This is an optimization exercise on Yosys and OpenROAD, whose aim is small area and a short achievable clock period, not a production implementation. The RTL was checked by simulation tests, not by an equivalence proof against the original design.

==> flow/design.v <==
module PPU (
    input clk,
    input rst,
    input i_en,
    input [31:0] data_in,
    input [11:0] scaling_factor,
    output logic [6:0] data_out,
    output logic valid,
    output logic [31:0] data_in_out
);
wire [11:0] s  = scaling_factor;
wire [11:0] sn = ~scaling_factor;
wire [12:0] oc;
assign oc[0] = 1'b1;
genvar i, k;
generate
    for (i = 0; i < 12; i = i + 1) begin : g_ov
        assign oc[i+1] = (data_in[6+i] & sn[i]) | ((data_in[6+i] | sn[i]) & oc[i]);
    end
endgenerate
wire ovf = (|data_in[30:18]) | oc[12];
wire [11:0] rem [0:6];
wire [5:0]  qq;
assign rem[6] = data_in[17:6];
generate
    for (k = 5; k >= 0; k = k - 1) begin : g_st
        wire [12:0] a = {rem[k+1], data_in[k]};
        wire [12:0] c;
        wire [11:0] g = a[11:0] & sn;
        wire [11:0] p = a[11:0] | sn;
        wire [11:0] x = a[11:0] ^ sn;
        assign c[0] = 1'b1;
        for (i = 0; i < 12; i = i + 1) begin : g_b
            assign c[i+1] = g[i] | (p[i] & c[i]);
        end
        assign qq[k] = a[12] | c[12];
        assign rem[k] = a[11:0] ^ ({12{qq[k]}} & ~(s ^ c[11:0]));
    end
endgenerate
wire [12:0] rc;
wire [12:0] a2 = {rem[0], 1'b0};
assign rc[0] = 1'b1;
generate
    for (i = 0; i < 12; i = i + 1) begin : g_rn
        assign rc[i+1] = (a2[i] & sn[i]) | ((a2[i] | sn[i]) & rc[i]);
    end
endgenerate
wire rnd = a2[12] | rc[12];
wire [6:0] fval = ovf ? 7'd127 : ({1'b0, qq} + {6'd0, rnd});
always @(posedge clk) begin
    if (rst) begin
        valid <= 1'b0;
        data_out <= 7'd0;
        data_in_out <= 32'd0;
    end else begin
        valid <= i_en;
        data_out <= (i_en & ~data_in[31]) ? fval : 7'd0;
        data_in_out <= data_in;
    end
end
endmodule
==> flow/config.mk <==
export PLATFORM = sky130hd
export DESIGN_NAME = PPU
export DESIGN_NICKNAME = PPU
export VERILOG_FILES = /design/flow/design.v
export SDC_FILE = /design/flow/constraint.sdc
export NUM_CORES = 4
export LEC_CHECK = 0
export ABC_AREA = 1
export CAP_MARGIN = 20
export CORE_MARGIN = 2
export CORE_UTILIZATION = 40
export SLEW_MARGIN = 20
==> flow/constraint.sdc <==
create_clock -name core_clock -period 120.0 [get_ports {clk}]
set_input_delay 24.0000 -clock core_clock [delete_from_list [all_inputs] [get_ports {clk}]]
set_output_delay 24.0000 -clock core_clock [all_outputs]
set_load 0.01 [all_outputs]
standard.sh (not shown) runs the stock make flow with config.mk's settings and CLKGATE_MAP_FILE= SYNTH_SCRIPT=/design/flow/synth_recipe.tcl, a recipe that flattens the netlist after the stock synthesis.
==> flow/flow/run.sh <==
#!/bin/bash
# Standard ORFS layout, with the port buffers made from the smallest buffer cell.
set -o pipefail
bash standard.sh BUFFER_PORTS_ARGS="-buffer_cell sky130_fd_sc_hd__buf_1" finish > standard_flow.log 2>&1
Next try:
==> flow/flow/run.sh (replaced) <==
#!/bin/bash
# Standard ORFS layout, with the port buffers made from the smallest buffer cell.
set -o pipefail
bash standard.sh BUFFER_PORTS_ARGS="-buffer_cell sky130_fd_sc_hd__buf_1" SETUP_SLACK_MARGIN=86.5 finish > standard_flow.log 2>&1
Settings changed: CTS_BUF_LIST set to sky130_fd_sc_hd__clkbuf_8.
=> Worst setup slack gains 1300 ps; global-route usage increases by 1.2 points; final cell count increases by a few percent; utilization increases by 12 points; wire length increases by a quarter to a third; non-clock buffer count increases by 59; cell area increases by a quarter to a third.
Next try:
==> flow/flow/run.sh (replaced) <==
#!/bin/bash
# Standard ORFS layout, with the port buffers made from the smallest buffer cell.
set -o pipefail
bash standard.sh BUFFER_PORTS_ARGS="-buffer_cell sky130_fd_sc_hd__buf_1" finish > standard_flow.log 2>&1
Settings changed: CORE_UTILIZATION 40 to 70, CTS_BUF_LIST sky130_fd_sc_hd__clkbuf_8 to not set.
What happened: Final cell count went down by roughly a tenth. Core utilization came out higher by 20 points. Final area decreases by about a fifth. Worst setup slack got worse by 2000 ps.
Next try:
Settings changed: CORE_UTILIZATION 70 to 40, CTS_BUF_LIST set to sky130_fd_sc_hd__clkbuf_8.
Effect: The new run completed without violations; routed wire length falls by a little under a tenth; clock-buffer cell count goes down by 1; via count is lower by a little under a tenth; critical path depth goes up by 1; sequential cell count is unchanged.


== run a ==
Starts from the design.v that is shown in full above.
export LEC_CHECK = 0
export ABC_AREA = 1
export CAP_MARGIN = 20
export CORE_MARGIN = 2
export CORE_UTILIZATION = 40
export CTS_BUF_LIST = sky130_fd_sc_hd__clkbuf_16
export CTS_CLUSTER_DIAMETER = 500
export CTS_CLUSTER_SIZE = 40
export SLEW_MARGIN = 20
create_clock -name core_clock -period 120.0 [get_ports {clk}]
==> flow/flow/run.sh <==
#!/bin/bash
# Standard ORFS layout, with the port buffers made from the smallest buffer cell.
set -o pipefail
bash standard.sh BUFFER_PORTS_ARGS="-buffer_cell sky130_fd_sc_hd__buf_1" finish > standard_flow.log 2>&1
--- input diff run a..run b ---
- removing CTS_CLUSTER_SIZE (formerly 40)
- removing CTS_CLUSTER_DIAMETER (formerly 500)
- removing CTS_BUF_LIST (formerly sky130_fd_sc_hd__clkbuf_16)
==> flow/flow/run.sh <==
#!/bin/bash
# Standard ORFS layout, with the port buffers made from the smallest buffer cell, and timing
# repair aiming at a setup slack of 90 ns so that it speeds up the critical paths.
set -o pipefail
bash standard.sh BUFFER_PORTS_ARGS="-buffer_cell sky130_fd_sc_hd__buf_1" SETUP_SLACK_MARGIN=90 finish > standard_flow.log 2>&1
### Flow results
- Changes observed in run b relative to run a: die area now sits at about the same level.
- Run b ended up with sky130_fd_sc_hd__or2_1 as its slowest library cell on the worst path; run a ended up with sky130_fd_sc_hd__buf_1.
- Run a and run b ended up with nearly the same hold slack.

-- port drivers added, routing unchanged --
In the flow no input, the clock included, has a driving cell. The finished layouts below were timed again as built, in two steps. Step 1 assumes that a clkbuf_16 drives the clock port and a buf_2 every other input. Step 2, shift: input delay + t, output delay - t, t = (earliest + latest rising clock arrival at the registers) / 2. This alone moves slack from input paths to output paths. a / b / c = ideal ports / drivers / drivers and shift; a / b = the first two.
run	t, ns	slack for setup (ns)	worst data-port slew with drivers (ns)	cell pins on the clock port's net
the first run of note 1	0.322	85.115 / 85.091 / 84.769	0.07	1
the second run of note 1	0.339	86.416 / 86.374 / 86.035	0.14	1
the third run of note 1	0.312	84.454 / 84.455 / 84.142	0.04	1
the fourth run of note 1	0.334	85.137 / 85.126 / 84.792	0.07	1
run a	0.322	85.115 / 85.091 / 84.769	0.07	1
run b	0.325	86.628 / 86.595 / 86.271	0.13	1
After both steps setup and hold are still met in every run listed. The setup slack of the second run of note 1, which loses most, moves by -0.042 ns with the drivers and by -0.381 ns with both steps.
